What follows belongs to an exercise in optimizing a design on an open flow for small area; a production flow would make more cautious choices. Function was checked by simulation only, so behaviour that the tests miss may differ from the original. Power figures rest on the tool's default switching activity, not on a simulated workload.

== tundra ==
==> flow/design.v (excerpt) <==
module PongGame
(
	input CLOCK_50,
	input [3:0] KEY,
	input [9:0] SW,
	output logic VGA_BLANK_N,
	output logic VGA_SYNC_N,
	output logic VGA_HS,
	output logic VGA_VS,
	output logic [7:0] VGA_R,
	output logic [7:0] VGA_G,
	output logic [7:0] VGA_B
);
	function automatic [16:0] add(input [16:0] a, input [16:0] b, input ci);
		logic c;
		c = ci;
		for (int i = 0; i < 17; i++) begin
			add[i] = a[i] ^ b[i] ^ c;
			c = (a[i] & b[i]) | (c & (a[i] ^ b[i]));
		end
	endfunction
	function automatic [16:0] dec(input [16:0] a, input bi);
		logic b;
		b = bi;
		for (int i = 0; i < 17; i++) begin
			dec[i] = a[i] ^ b;
			b = b & ~a[i];
		end
	endfunction
	function automatic lt(input [16:0] a, input [16:0] b);
		logic c;
		c = 1'b0;
		for (int i = 0; i < 17; i++)
			c = (~a[i] & b[i]) | (~(a[i] ^ b[i]) & c);
		lt = c;
	endfunction
	function automatic inr(input [16:0] a, input [16:0] lo, input [16:0] hi);
		inr = ~lt(a, lo) & ~lt(hi, a);
	endfunction
	wire rst = SW[9];
	function automatic [7:0] scoreToggles(input [3:0] t, input [3:0] o, input inc);
		logic nine, wrap;
		nine = o[3] & o[0];                           
		wrap = t[3] & t[2] & o[2] & o[1] & o[0];      
		scoreToggles[0] = inc;
		scoreToggles[1] = inc & o[0] & ~o[3];
		scoreToggles[2] = inc & o[0] & o[1];
		scoreToggles[3] = inc & o[0] & (o[3] | (o[1] & o[2] & ~(t[3] & t[2])));
		scoreToggles[4] = inc & nine;
		scoreToggles[5] = inc & nine & t[0];
		scoreToggles[6] = inc & ((nine & t[0] & t[1]) | wrap);
		scoreToggles[7] = inc & ((nine & t[0] & t[1] & t[2]) | wrap);
	endfunction
	logic [10:0] hn;
	logic [9:0]  vn;
	wire [10:0] h = ~hn;
	wire [9:0]  v = ~vn;
	wire hEnd = h[10] & h[4];                        
	wire vEnd = v[9] & v[7] & v[4] & v[3] & v[1];    
  ...
export LEC_CHECK = 0
export CAP_MARGIN = 20
export CORE_MARGIN = 2
export CORE_UTILIZATION = 60
export CTS_BUF_LIST = sky130_fd_sc_hd__clkbuf_8
export SLEW_MARGIN = 20
create_clock -name core_clock -period 20.0 [get_ports {CLOCK_50}]
standard.sh (not shown) runs the stock make flow with config.mk's settings and CLKGATE_MAP_FILE= SYNTH_SCRIPT=/design/flow/synth_recipe.tcl, a recipe that flattens the netlist after the stock synthesis.
==> flow/flow/run.sh <==
#!/bin/bash
# The standard layout (standard.sh) with these area changes:
#  * after the standard synthesis, its combinational logic is mapped again
#    (after choosing the full adders' polarities to save inverters)
#    with area-oriented ABC scripts (flip-flops kept as they are, with
#    their names); the smallest result that is proven equivalent
#    to the standard netlist is used (the standard netlist if none is),
#  * port buffers made from the smallest buffer cell,
#  * after the floorplan, every logic cell left upsized is put back to its
#    smallest drive strength (repair_design fixes any slew or capacitance
#    violation this causes later on),
#  * no dummy loads in the clock tree, built from clkbuf_8.
set -e
FLOWDIR=$(cd "$(dirname "$0")" && pwd)
YOSYS=yosys
[ -x "$FLOW_HOME/../tools/install/yosys/bin/yosys" ] && YOSYS="$FLOW_HOME/../tools/install/yosys/bin/yosys"
LIB="$FLOW_HOME/platforms/sky130hd/lib/sky130_fd_sc_hd__tt_025C_1v80.lib"
export BUFFER_PORTS_ARGS="-buffer_cell sky130_fd_sc_hd__buf_1"
export POST_FLOORPLAN_TCL="$FLOWDIR/downsize.tcl"
export CTS_ARGS="-sink_clustering_enable -repair_clock_nets -buf_list sky130_fd_sc_hd__clkbuf_8 -dont_use_dummy_load"

bash standard.sh synth > synth.log 2>&1

R=orfs/results/sky130hd/PongGame/base
cp $R/1_2_yosys.v $R/1_2_yosys_standard.v

M='&get,-n;&dch,-f;&nf,-a,-R,1000;&put'
D='strash;&get,-n;&deepsyn,-T,120;&put'
SCRIPTS=(
  "strash;ifraig;dc2;dc2;$M;strash;dc2;$M;dnsize"
  "$D;$M;strash;dc2;$M;dnsize"
  "$D;$M;strash;dc2;$M;dnsize"
)
KEEP=(
  "sky130_fd_sc_hd__fa_1"
  "sky130_fd_sc_hd__fa_1"
  "sky130_fd_sc_hd__fa_1"
)
# the netlist each script starts from: the standard one, or the standard
# one with its full adders' polarities chosen to save inverters (fapol.py)
INPUT=(
  "$R/1_2_yosys_fapol.v"
  "$R/1_2_yosys_fapol.v"
  "$R/1_2_yosys_standard.v"
)
python3 "$FLOWDIR/fapol.py" $R/1_2_yosys_standard.v $R/1_2_yosys_fapol.v > fapol.log 2>&1 || cp $R/1_2_yosys_standard.v $R/1_2_yosys_fapol.v
best=""
best_area=""
remap_one() {
  local i=$1 out=$R/1_2_yosys_remap$1.v
  sed "s#LIBFILE#$LIB#g; s#NETIN#${INPUT[$i]}#; s#NETOUT#$out#; s#ABCSCRIPT#${SCRIPTS[$i]//&/\\&}#; s#KEEPCELLS#${KEEP[$i]}#" "$FLOWDIR/remap.ys" > remap_run$i.ys
  sed "s#LIBFILE#$LIB#g; s#NETSTD#$R/1_2_yosys_standard_q.v#; s#NETNEW#${out%.v}_q.v#" "$FLOWDIR/equiv.ys" > equiv_run$i.ys
  if "$YOSYS" -s remap_run$i.ys > remap$i.log 2>&1 \
     && python3 "$FLOWDIR/qname.py" $out ${out%.v}_q.v \
     && "$YOSYS" -s equiv_run$i.ys > equiv$i.log 2>&1; then
    echo ok > remap_ok$i
  fi
}
# the equivalence check matches the two netlists by flip-flop instance name
python3 "$FLOWDIR/qname.py" $R/1_2_yosys_standard.v $R/1_2_yosys_standard_q.v
for i in "${!SCRIPTS[@]}"; do remap_one $i & done
wait
for i in "${!SCRIPTS[@]}"; do
  out=$R/1_2_yosys_remap$i.v
  if [ -f remap_ok$i ]; then
    area=$(grep "Chip area for top module" remap$i.log | tail -1 | awk '{print $NF}')
    echo "script $i: area $area, proven equivalent" >> remap_status.txt
    if [ -z "$best" ] || awk "BEGIN{exit !($area < $best_area)}"; then best=$out; best_area=$area; fi
  else
    echo "script $i: failed or not proven" >> remap_status.txt
  fi
done
if [ -n "$best" ]; then
  echo "using $best" >> remap_status.txt
  cp $best $R/1_2_yosys.v
  rm -f $R/1_synth.odb $R/1_synth.sdc
else
  echo "using the standard netlist" >> remap_status.txt
fi

bash standard.sh > standard.log 2>&1
==> flow/flow/qname.py <==
#!/usr/bin/env python3
# Rename the output net of every flip-flop after the flip-flop's instance
# name, so that two netlists of one design can be matched by register.
# usage: qname.py IN.v OUT.v
import re, sys
s = open(sys.argv[1]).read()
ren = {}
for m in re.finditer(r'sky130_fd_sc_hd__dfxtp_\d+\s+(\S+)\s*\((.*?)\);', s, re.S):
    q = re.search(r'\.Q\(\s*([^()]*?)\s*\)', m.group(2)).group(1)
    ren[q] = 'ffq_' + re.sub(r'\W', '_', m.group(1).lstrip('\\'))
tok = re.compile(r'\\\S+|[A-Za-z_][A-Za-z0-9_$]*(?:\[\d+\])?')
def sub(m):
    t = m.group(0)
    if t in ren:
        return ren[t] + (' ' if t.startswith('\\') else '')
    return t
# escaped identifiers end with whitespace, which the match leaves in place
out = tok.sub(sub, s)
open(sys.argv[2], 'w').write(out)
==> flow/flow/remap.ys <==
# Re-map the combinational logic of the standard synthesis for area.
# The flip-flops (and, where listed below, the full adders) are kept as
# they are, with their names.
read_liberty -ignore_miss_func LIBFILE
read_verilog NETIN
hierarchy -top PongGame
setattr -mod -set keep_hierarchy 1 sky130_fd_sc_hd__dfxtp_1 sky130_fd_sc_hd__conb_1 KEEPCELLS
flatten
rename -hide w:*.*
opt_clean
abc -liberty LIBFILE -dont_use sky130_fd_sc_hd__lpflow_* -dont_use sky130_fd_sc_hd__probe* -script +ABCSCRIPT
opt_clean
setundef -zero
splitnets
opt_clean -purge
hilomap -singleton -hicell sky130_fd_sc_hd__conb_1 HI -locell sky130_fd_sc_hd__conb_1 LO
insbuf -buf sky130_fd_sc_hd__buf_1 A X
opt_clean -purge
stat -liberty LIBFILE
select -module PongGame
write_verilog -noattr -nohex -nodec -selected NETOUT
Other scripts of this flow, unchanged in this note and not shown: flow/flow/downsize.tcl, flow/flow/equiv.ys, flow/flow/fapol.py
What yarrow does differently from tundra at the input level:
diff --git a/flow/flow/run.sh b/flow/flow/run.sh
--- a/flow/flow/run.sh
+++ b/flow/flow/run.sh
@@ -27,7 +27,8 @@
 M='&get,-n;&dch,-f;&nf,-a,-R,1000;&put'
-D='strash;&get,-n;&deepsyn,-T,120;&put'
+D='strash;&get,-n;&deepsyn,-T,120'
 SCRIPTS=(
   "strash;ifraig;dc2;dc2;$M;strash;dc2;$M;dnsize"
-  "$D;$M;strash;dc2;$M;dnsize"
-  "$D;$M;strash;dc2;$M;dnsize"
+  "$D;&put;$M;strash;dc2;$M;dnsize"
+  "$D,-S,3;&put;$M;strash;dc2;$M;dnsize"
+  "$D,-S,11;&put;$M;strash;dc2;$M;dnsize"
 )
@@ -37,5 +38,6 @@
   "sky130_fd_sc_hd__fa_1"
+  "sky130_fd_sc_hd__fa_1"
 )
-# the netlist each script starts from: the standard one, or the standard
-# one with its full adders' polarities chosen to save inverters (fapol.py)
+# the netlist the scripts start from: the standard one with its full
+# adders' polarities chosen to save inverters (fapol.py)
 INPUT=(
@@ -43,3 +45,4 @@
   "$R/1_2_yosys_fapol.v"
-  "$R/1_2_yosys_standard.v"
+  "$R/1_2_yosys_fapol.v"
+  "$R/1_2_yosys_fapol.v"
 )
==> comparison <==
Between tundra and yarrow, the difference in multi-input logic portion of the cell area is negligible. yarrow against tundra: die area lost 0.35%, post-detailed-routing wire length picked up an extra about 0.5%, clock share of power lost 1.4 points. yarrow vs tundra — area of the multi-input gates dropped slightly.
For indigo, these inputs were changed with respect to yarrow:
diff --git a/flow/flow/run.sh b/flow/flow/run.sh
--- a/flow/flow/run.sh
+++ b/flow/flow/run.sh
@@ -27,8 +27,7 @@
 M='&get,-n;&dch,-f;&nf,-a,-R,1000;&put'
-D='strash;&get,-n;&deepsyn,-T,120'
+D='strash;&get,-n;&deepsyn,-T,120;&put'
 SCRIPTS=(
   "strash;ifraig;dc2;dc2;$M;strash;dc2;$M;dnsize"
-  "$D;&put;$M;strash;dc2;$M;dnsize"
-  "$D,-S,3;&put;$M;strash;dc2;$M;dnsize"
-  "$D,-S,11;&put;$M;strash;dc2;$M;dnsize"
+  "$D;$M;strash;dc2;$M;dnsize"
+  "$D;$M;strash;dc2;$M;dnsize"
 )
@@ -38,6 +37,5 @@
   "sky130_fd_sc_hd__fa_1"
-  "sky130_fd_sc_hd__fa_1"
 )
-# the netlist the scripts start from: the standard one with its full
-# adders' polarities chosen to save inverters (fapol.py)
+# the netlist each script starts from: the standard one, or the standard
+# one with its full adders' polarities chosen to save inverters (fapol.py)
 INPUT=(
@@ -45,4 +43,3 @@
   "$R/1_2_yosys_fapol.v"
-  "$R/1_2_yosys_fapol.v"
-  "$R/1_2_yosys_fapol.v"
+  "$R/1_2_yosys_standard.v"
 )
@@ -54,6 +51,4 @@
   sed "s#LIBFILE#$LIB#g; s#NETIN#${INPUT[$i]}#; s#NETOUT#$out#; s#ABCSCRIPT#${SCRIPTS[$i]//&/\\&}#; s#KEEPCELLS#${KEEP[$i]}#" "$FLOWDIR/remap.ys" > remap_run$i.ys
-  sed "s#LIBFILE#$LIB#g; s#NETSTD#$R/1_2_yosys_standard_q.v#; s#NETNEW#${out%.v}_q.v#" "$FLOWDIR/equiv.ys" > equiv_run$i.ys
-  if "$YOSYS" -s remap_run$i.ys > remap$i.log 2>&1 \
-     && python3 "$FLOWDIR/qname.py" $out ${out%.v}_q.v \
-     && "$YOSYS" -s equiv_run$i.ys > equiv$i.log 2>&1; then
+  sed "s#LIBFILE#$LIB#g; s#NETSTD#$R/1_2_yosys_standard.v#; s#NETNEW#$out#" "$FLOWDIR/equiv.ys" > equiv_run$i.ys
+  if "$YOSYS" -s remap_run$i.ys > remap$i.log 2>&1 && "$YOSYS" -s equiv_run$i.ys > equiv$i.log 2>&1; then
     echo ok > remap_ok$i
@@ -61,4 +56,2 @@
 }
-# the equivalence check matches the two netlists by flip-flop instance name
-python3 "$FLOWDIR/qname.py" $R/1_2_yosys_standard.v $R/1_2_yosys_standard_q.v
 for i in "${!SCRIPTS[@]}"; do remap_one $i & done
diff --git a/flow/flow/remap.ys b/flow/flow/remap.ys
--- a/flow/flow/remap.ys
+++ b/flow/flow/remap.ys
@@ -8,3 +8,2 @@
 flatten
-rename -hide w:*.*
 opt_clean
removed: flow/flow/qname.py
Re inverter count of the layout excluding clock inverters: indigo is 58 up on yarrow.
yarrow → indigo: pin count of the biggest net entering global routing picked up an extra 1; register-to-register slack picked up an extra 1470 ps; die area went up by 20%; final cell utilization of the core lower.

[re-timing with driven ports]
How much do the figures lean on ideal ports? The routed layouts below were timed once more, with nothing changed but the port constraints. Step 1 (the two cells are an assumption about what drives the block):
set clk [get_ports {CLOCK_50}]
set_driving_cell -lib_cell sky130_fd_sc_hd__clkbuf_16 $clk
set_driving_cell -lib_cell sky130_fd_sc_hd__buf_2 [delete_from_list [all_inputs] $clk]
Step 2 adds t to the input delays and takes it off the output delays; t is the mean of the earliest and latest rising clock arrival at the registers after step 1. Input paths then give back, and output paths get back, about the clock's delay inside the block. Three values: no drivers, after step 1, after step 2; two values: the first two.
run	t (ns)	setup slack, ns	worst register clock-pin slew, ns	pins driven straight from the clock port
tundra	0.411	6.378 / 6.378 / 6.378	0.10 / 0.10	1
yarrow	0.414	6.849 / 6.849 / 6.849	0.10 / 0.10	1
indigo	0.409	8.316 / 8.316 / 8.316	0.11 / 0.11	1
After both steps every run listed still meets setup and hold.
